This design comes from an exercise in tuning for small area, a short achievable clock period and few clock cycles per item on the open sky130 flow, not from production work. Power figures rest on the tool's default switching activity, not on a simulated workload.

==> job 9873 <==
==> flow/design.v (excerpt) <==
module matvec8_part3(clk, reset, input_valid, input_ready, input_data, new_matrix, output_valid, output_ready, output_data);
input clk, reset, input_valid, output_ready, new_matrix;
input signed [13:0] input_data;
output signed [27:0] output_data;
output output_valid, input_ready;
reg [2:0] ph;
always @(posedge clk) ph <= reset ? 3'd0 : ph + 3'd1;
reg rdy;
assign input_ready = rdy;
wire xfer = input_valid & rdy;
reg [13:0] in_r;
always @(posedge clk) in_r <= input_data;
reg mid;             
reg isW;             
reg [2:0] row;       
reg [2:0] col;       
reg vld;             
reg ldd;             
reg p0d, p1d;        
reg spec;            
reg pvalid;          
reg hfull;           
reg hcap;            
reg hwr;             
reg x0d;             
reg [13:0] H;
reg run, psel, run_a, cmpv, accpend;
reg [2:0] cnt;       
reg ov;
reg [7:0] wW;        
reg wX;              
wire slot_ok = (cnt == 3'd0) & ~accpend;
wire go_spec = (ph == 3'd1) & slot_ok & (x0d | hwr);
wire go0     = (ph == 3'd1) & slot_ok & vld & ldd & ~p0d & ~spec;
wire go1     = (ph == 3'd1) & slot_ok & vld & ldd & p0d & ~p1d;
localparam NXW = 35;
wire [NXW-1:0] nx0, nx1v, nx1w;
ctl_nx cn0 (.ph(ph), .mid(mid), .isW(isW), .row(row), .col(col), .vld(vld), .ldd(ldd), .p0d(p0d), .p1d(p1d),
            .spec(spec), .pvalid(pvalid), .hfull(hfull), .x0d(x0d), .hwr(hwr), .go_spec(go_spec), .go0(go0), .go1(go1),
            .xf(1'b0), .nm(1'b0), .nx(nx0));
ctl_nx cn1v(.ph(ph), .mid(mid), .isW(isW), .row(row), .col(col), .vld(vld), .ldd(ldd), .p0d(p0d), .p1d(p1d),
            .spec(spec), .pvalid(pvalid), .hfull(hfull), .x0d(x0d), .hwr(hwr), .go_spec(go_spec), .go0(go0), .go1(go1),
            .xf(1'b1), .nm(1'b0), .nx(nx1v));
ctl_nx cn1w(.ph(ph), .mid(mid), .isW(isW), .row(row), .col(col), .vld(vld), .ldd(ldd), .p0d(p0d), .p1d(p1d),
            .spec(spec), .pvalid(pvalid), .hfull(hfull), .x0d(x0d), .hwr(hwr), .go_spec(go_spec), .go0(go0), .go1(go1),
            .xf(1'b1), .nm(1'b1), .nx(nx1w));
wire [NXW-1:0] nx = ~xfer ? nx0 : (new_matrix ? nx1w : nx1v);
wire        mid_n, isW_n, vld_n, ldd_n, p0d_n, p1d_n, spec_n, pvalid_n, hfull_n, rdy_n, hcap_n, hwr_n, x0d_n, wX_n;
  ...
clock: 10.0 ns
lec_check: 0
abc_clock_period_in_ps: 3000
cap_margin: 20
core_margin: 2
core_utilization: 40
setup_slack_margin: 5
slew_margin: 20
run.sh (not shown) runs the stock make flow with config.mk's settings and CLKGATE_MAP_FILE= SYNTH_SCRIPT=/design/flow/synth_recipe.tcl, a recipe that flattens the netlist after the stock synthesis.
==> job 5683: changes against job 9873 <==
--- a/flow/design.v
+++ b/flow/design.v
@@ -9,70 +9,105 @@
 assign input_ready = rdy;
 wire xfer = input_valid & rdy;
 reg [13:0] in_r;
 always @(posedge clk) in_r <= input_data;
 reg mid;             
 reg isW;             
 reg [2:0] row;       
 reg [2:0] col;       
+wire eW   = mid ? isW : new_matrix;         
+wire [2:0] erow = mid ? row : 3'd0;
 reg vld;             
 reg ldd;             
 reg p0d, p1d;        
 reg spec;            
 reg pvalid;          
 reg hfull;           
 reg hcap;            
 reg hwr;             
 reg x0d;             
 reg [13:0] H;
-reg run, psel, run_a, cmpv, accpend;
+reg run, psel, ran, cmpv, accpend;
 reg [2:0] cnt;       
 reg ov;
 reg [7:0] wW;        
 reg wX;              
+wire is_x   = xfer & ~eW;
+wire x_last = is_x & (col == 3'd7);
+wire x0_dir = is_x & (col == 3'd0) & (mid | ~vld);
+wire x0_toH = is_x & ~mid & vld;
 wire slot_ok = (cnt == 3'd0) & ~accpend;
+wire x1_now  = is_x & (col == 3'd1);
 wire go_spec = (ph == 3'd1) & slot_ok & (x0d | hwr);
 wire go0     = (ph == 3'd1) & slot_ok & vld & ldd & ~p0d & ~spec;
 wire go1     = (ph == 3'd1) & slot_ok & vld & ldd & p0d & ~p1d;
-localparam NXW = 35;
-wire [NXW-1:0] nx0, nx1v, nx1w;
-ctl_nx cn0 (.ph(ph), .mid(mid), .isW(isW), .row(row), .col(col), .vld(vld), .ldd(ldd), .p0d(p0d), .p1d(p1d),
-            .spec(spec), .pvalid(pvalid), .hfull(hfull), .x0d(x0d), .hwr(hwr), .go_spec(go_spec), .go0(go0), .go1(go1),
-            .xf(1'b0), .nm(1'b0), .nx(nx0));
-ctl_nx cn1v(.ph(ph), .mid(mid), .isW(isW), .row(row), .col(col), .vld(vld), .ldd(ldd), .p0d(p0d), .p1d(p1d),
-            .spec(spec), .pvalid(pvalid), .hfull(hfull), .x0d(x0d), .hwr(hwr), .go_spec(go_spec), .go0(go0), .go1(go1),
-            .xf(1'b1), .nm(1'b0), .nx(nx1v));
-ctl_nx cn1w(.ph(ph), .mid(mid), .isW(isW), .row(row), .col(col), .vld(vld), .ldd(ldd), .p0d(p0d), .p1d(p1d),
-            .spec(spec), .pvalid(pvalid), .hfull(hfull), .x0d(x0d), .hwr(hwr), .go_spec(go_spec), .go0(go0), .go1(go1),
-            .xf(1'b1), .nm(1'b1), .nx(nx1w));
-wire [NXW-1:0] nx = ~xfer ? nx0 : (new_matrix ? nx1w : nx1v);
-wire        mid_n, isW_n, vld_n, ldd_n, p0d_n, p1d_n, spec_n, pvalid_n, hfull_n, rdy_n, hcap_n, hwr_n, x0d_n, wX_n;
-wire [2:0]  row_n, col_n;
-wire [7:0]  wW_n;
-assign {mid_n, isW_n, row_n, col_n, vld_n, ldd_n, p0d_n, p1d_n, spec_n, pvalid_n, hfull_n,
-        rdy_n, hcap_n, hwr_n, x0d_n, wW_n, wX_n} = nx;
+reg        mid_n, isW_n, vld_n, ldd_n, p0d_n, p1d_n, spec_n, pvalid_n, hfull_n;
+reg [2:0]  row_n, col_n;
+always @* begin
+  mid_n = mid; isW_n = isW; row_n = row; col_n = col;
+  vld_n = vld; ldd_n = ldd; p0d_n = p0d; p1d_n = p1d; spec_n = spec;
+  pvalid_n = pvalid; hfull_n = hfull;
+  if (xfer) begin
+    col_n = col + 3'd1;
+    if (!mid) begin
+      mid_n = 1'b1;
+      isW_n = new_matrix;
+    end
+    if (eW && col == 3'd7) begin
+      row_n = erow + 3'd1;
+      if (erow == 3'd7) isW_n = 1'b0;
+    end
+    if (x_last) mid_n = 1'b0;
+  end
+  if (x0_toH) hfull_n = 1'b1;
+  if (x0_dir || hwr) begin
+    vld_n = 1'b1; ldd_n = 1'b0; p0d_n = 1'b0; p1d_n = 1'b0;
+  end
+  if (hwr) hfull_n = 1'b0;
+  if (x_last) ldd_n = 1'b1;
+  if (go_spec) begin spec_n = x1_now; pvalid_n = x1_now; end
+  if (go0) begin p0d_n = 1'b1; pvalid_n = 1'b1; end
+  if (go1) begin p1d_n = 1'b1; vld_n = 1'b0; pvalid_n = 1'b1; end
+  if (spec && ph != 3'd1) begin
+    if (!xfer) pvalid_n = 1'b0;
+    if (ph == 3'd7) begin
+      spec_n = 1'b0;
+      p0d_n = pvalid & xfer;
+    end
+  end
+end
+wire [2:0] ph_n = ph + 3'd1;
+wire accept_ok =
+    !mid_n ? ~(vld_n & ~p0d_n) :
+    isW_n  ? (~row_n[2] | ~vld_n) :
+    ((col_n == 3'd0) | hfull_n) ? ~vld_n : 1'b1;
 always @(posedge clk) begin
   if (reset) begin
     rdy <= 1'b1; mid <= 1'b0; isW <= 1'b0; row <= 3'd0; col <= 3'd0;
     vld <= 1'b0; ldd <= 1'b0; p0d <= 1'b0; p1d <= 1'b0; spec <= 1'b0;
     pvalid <= 1'b0; hfull <= 1'b0; hcap <= 1'b0; hwr <= 1'b0; x0d <= 1'b0;
     wW <= 8'd0; wX <= 1'b0;
-    run <= 1'b0; psel <= 1'b0; run_a <= 1'b0; cmpv <= 1'b0;
+    run <= 1'b0; psel <= 1'b0; ran <= 1'b0; cmpv <= 1'b0;
   end else begin
     mid <= mid_n; isW <= isW_n; row <= row_n; col <= col_n;
     vld <= vld_n; ldd <= ldd_n; p0d <= p0d_n; p1d <= p1d_n; spec <= spec_n;
     pvalid <= pvalid_n; hfull <= hfull_n;
-    rdy <= rdy_n; hcap <= hcap_n; hwr <= hwr_n; x0d <= x0d_n; wW <= wW_n; wX <= wX_n;
+    rdy <= accept_ok & (ph_n == col_n);
+    hcap <= x0_toH;
+    hwr  <= hfull_n & ~vld_n & (ph_n == 3'd1);
+    x0d  <= x0_dir;
+    wW   <= (xfer & eW) ? (8'd1 << erow) : 8'd0;
+    wX   <= is_x & ~x0_toH;
     if (ph == 3'd1) begin
       run  <= go_spec | go0 | go1;
       psel <= go1;
       cmpv <= run & pvalid;
+      ran  <= run;
     end
-    run_a <= run;
   end
 end
 always @(posedge clk) if (hcap) H <= in_r;
 reg [7:0][7:0][13:0] R;     
 reg [7:0][13:0] X;          
 genvar r, j;
 generate for (r = 0; r < 8; r = r + 1) begin : wring
   always @(posedge clk) R[r][0] <= wW[r] ? in_r : R[r][7];
@@ -92,118 +127,64 @@
 integer d;
 always @(posedge clk) begin
   for (d = 0; d < 7; d = d + 1) begin
     b_one[d] <= xe_n[2*d+1] ^ xe_n[2*d];
     b_two[d] <= (xe_n[2*d+2] & ~xe_n[2*d+1] & ~xe_n[2*d]) | (~xe_n[2*d+2] & xe_n[2*d+1] & xe_n[2*d]);
     b_neg[d] <= xe_n[2*d+2] & ~(xe_n[2*d+1] & xe_n[2*d]);
   end
 end
-wire first = run_a & (ph == 3'd3);
-wire cmp   = cmpv & (ph == 3'd3);
+wire cmp  = cmpv & (ph == 3'd2);
+wire drop = ran & ~cmpv & (ph == 3'd2);    
 reg [3:0][28:0] PS, PC;      
 reg [3:0][27:0] acc;
 reg [3:0][27:0] res;
 genvar k;
 generate for (k = 0; k < 4; k = k + 1) begin : mac
   wire [13:0] w_op = psel ? R[k+4][0] : R[k][0];
   wire [28:0] ps, pc;
   booth_cs mul(.w(w_op), .one(b_one), .two(b_two), .neg(b_neg), .s(ps), .c(pc));
-  wire [27:0] base = first ? 28'd0 : acc[k];
-  wire [28:0] b29 = {base[27], base};
+  wire [28:0] b29 = {acc[k][27], acc[k]};
   wire [28:0] u = b29 ^ PS[k] ^ PC[k];
   wire [28:0] v = {(b29[27:0] & PS[k][27:0]) | (b29[27:0] & PC[k][27:0]) | (PS[k][27:0] & PC[k][27:0]), 1'b0};
   wire [28:0] s = u + v;
   wire [27:0] sat = (s[28] != s[27]) ? {s[28], {27{~s[28]}}} : s[27:0];
   always @(posedge clk) begin
     PS[k]  <= ps;
     PC[k]  <= pc;
-    acc[k] <= sat;
+    acc[k] <= clr ? 28'd0 : sat;
   end
 end endgenerate
-wire avail = cmp | accpend;
-wire ld    = avail & (cnt == 3'd0);
-wire shift = ov & output_ready;
+wire empty  = (cnt == 3'd0);
+wire ld_now  = cmp & empty;
+wire ldp     = accpend & empty;
+reg rst_d;
+always @(posedge clk) rst_d <= reset;
+wire clr     = ld_now | ldp | drop | reset | rst_d;
+wire shift   = ov & output_ready;
 always @(posedge clk) begin
   if (reset) begin
     cnt <= 3'd0; ov <= 1'b0; accpend <= 1'b0;
   end else begin
-    accpend <= avail & ~ld;
-    if (ld) begin
+    accpend <= (cmp | accpend) & ~empty;
+    if (ld_now | ldp) begin
       cnt <= 3'd4; ov <= 1'b1;
     end else if (shift) begin
       cnt <= cnt - 3'd1; ov <= (cnt != 3'd1);
     end
   end
 end
 always @(posedge clk) begin
-  if (ld) res <= acc;
+  if (ld_now) res <= {mac[3].sat, mac[2].sat, mac[1].sat, mac[0].sat};
+  else if (ldp) res <= acc;
   else if (shift) res <= {28'd0, res[3:1]};
 end
 assign output_data  = res[0];
 assign output_valid = ov;
 endmodule
-module ctl_nx(input [2:0] ph, input mid, input isW, input [2:0] row, input [2:0] col,
-              input vld, input ldd, input p0d, input p1d, input spec, input pvalid, input hfull,
-              input x0d, input hwr, input go_spec, input go0, input go1,
-              input xf, input nm, output [34:0] nx);
-wire eW   = mid ? isW : nm;             
-wire [2:0] erow = mid ? row : 3'd0;
-wire is_x   = xf & ~eW;
-wire x_last = is_x & (col == 3'd7);
-wire x0_dir = is_x & (col == 3'd0) & (mid | ~vld);
-wire x0_toH = is_x & ~mid & vld;
-wire x1_now = is_x & (col == 3'd1);
-reg        mid_n, isW_n, vld_n, ldd_n, p0d_n, p1d_n, spec_n, pvalid_n, hfull_n;
-reg [2:0]  row_n, col_n;
-always @* begin
-  mid_n = mid; isW_n = isW; row_n = row; col_n = col;
-  vld_n = vld; ldd_n = ldd; p0d_n = p0d; p1d_n = p1d; spec_n = spec;
-  pvalid_n = pvalid; hfull_n = hfull;
-  if (xf) begin
-    col_n = col + 3'd1;
-    if (!mid) begin
-      mid_n = 1'b1;
-      isW_n = nm;
-    end
-    if (eW && col == 3'd7) begin
-      row_n = erow + 3'd1;
-      if (erow == 3'd7) isW_n = 1'b0;
-    end
-    if (x_last) mid_n = 1'b0;
-  end
-  if (x0_toH) hfull_n = 1'b1;
-  if (x0_dir || hwr) begin
-    vld_n = 1'b1; ldd_n = 1'b0; p0d_n = 1'b0; p1d_n = 1'b0;
-  end
-  if (hwr) hfull_n = 1'b0;
-  if (x_last) ldd_n = 1'b1;
-  if (go_spec) begin spec_n = x1_now; pvalid_n = x1_now; end
-  if (go0) begin p0d_n = 1'b1; pvalid_n = 1'b1; end
-  if (go1) begin p1d_n = 1'b1; vld_n = 1'b0; pvalid_n = 1'b1; end
-  if (spec && ph != 3'd1) begin
-    if (!xf) pvalid_n = 1'b0;
-    if (ph == 3'd7) begin
-      spec_n = 1'b0;
-      p0d_n = pvalid & xf;
-    end
-  end
-end
-wire [2:0] ph_n = ph + 3'd1;
-wire accept_ok =
-    !mid_n ? ~(vld_n & ~p0d_n) :
-    isW_n  ? (~row_n[2] | ~vld_n) :
-    ((col_n == 3'd0) | hfull_n) ? ~vld_n : 1'b1;
-wire rdy_n  = accept_ok & (ph_n == col_n);
-wire hwr_n  = hfull_n & ~vld_n & (ph_n == 3'd1);
-wire [7:0] wW_n = (xf & eW) ? (8'd1 << erow) : 8'd0;
-wire wX_n   = is_x & ~x0_toH;
-assign nx = {mid_n, isW_n, row_n, col_n, vld_n, ldd_n, p0d_n, p1d_n, spec_n, pvalid_n, hfull_n,
-             rdy_n, x0_toH, hwr_n, x0_dir, wW_n, wX_n};
-endmodule
 module booth_cs(input [13:0] w, input [6:0] one, input [6:0] two, input [6:0] neg, output [28:0] s, output [28:0] c);
   wire pp0_0;
   wire pp0_1;
   wire pp0_2;
   wire pp0_3;
   wire pp0_4;
   wire pp0_5;
   wire pp0_6;
==> flow/config.mk (replaced) <==
export PLATFORM = sky130hd
export DESIGN_NAME = matvec8_part3
export DESIGN_NICKNAME = matvec8_part3
export VERILOG_FILES = /design/flow/design.v
export SDC_FILE = /design/flow/constraint.sdc
export NUM_CORES = 4
export LEC_CHECK = 0
export CAP_MARGIN = 20
export CORE_MARGIN = 2
export CORE_UTILIZATION = 60
export SETUP_SLACK_MARGIN = 5
export SLEW_MARGIN = 20
==> comparison <==
- Between job 5683 and job 9873, the lower flip-flop and latch count is in job 9873 (gap 1).
- In job 9873 the clock skew is lower than in job 5683, by 0.51 ps.
- Between job 5683 and job 9873, the lower wire length is in job 9873 (gap 4.4%, measured against job 9873).
- Against job 5683, the combinational power of job 9873 is larger by about 3%.
==> figures <==
quantity	job 9873	job 5683
Clock net power	5940 µW	5760 µW
Multiplexer share of the synthesized area	3.73%	4.09%
Synth Net Count	6148	5847
Post-CTS resize count	31	26
Non-Clock Inverter Count	765	355
Critical path startpoint	psel	PC[0]
Compound-cell area share of the yosys netlist	8.69%	11.1%
Run status	complete, no violations	complete, no violations
Routed wire length	152000 µm	158000 µm
Antenna cell count	1	2
Function was not checked in any run of this note: the RTL went through the layout flow alone.

==> static timing again, ports no longer ideal <==
No port has a modelled driver above. Below, the same layouts with a new extraction and two added sets of constraints. Step 1 sets driving cells, clkbuf_16 on the clock port and buf_2 on the other inputs (assumed; they add their load-dependent delay and slew). Step 2 times the ports against the registers' clock, not the clock port: input delays grow and output delays shrink by t, the midpoint of the rising clock arrivals with the driver on. Three values: ideal ports, drivers, drivers and shift; two values: the first two.
run | t (ns) | setup slack, ns | hold WS [ns] | worst slew at a driven data input, ns | cell pins on the clock port's net
job 9873 | 0.852 | 5.187 / 5.187 / 5.187 | 0.311 / 0.311 / 0.311 | 0.03 | 1
job 5683 | 0.811 | 5.143 / 5.143 / 5.143 | 0.306 / 0.306 / 0.306 | 0.03 | 1
After both steps every run listed still meets setup and hold.
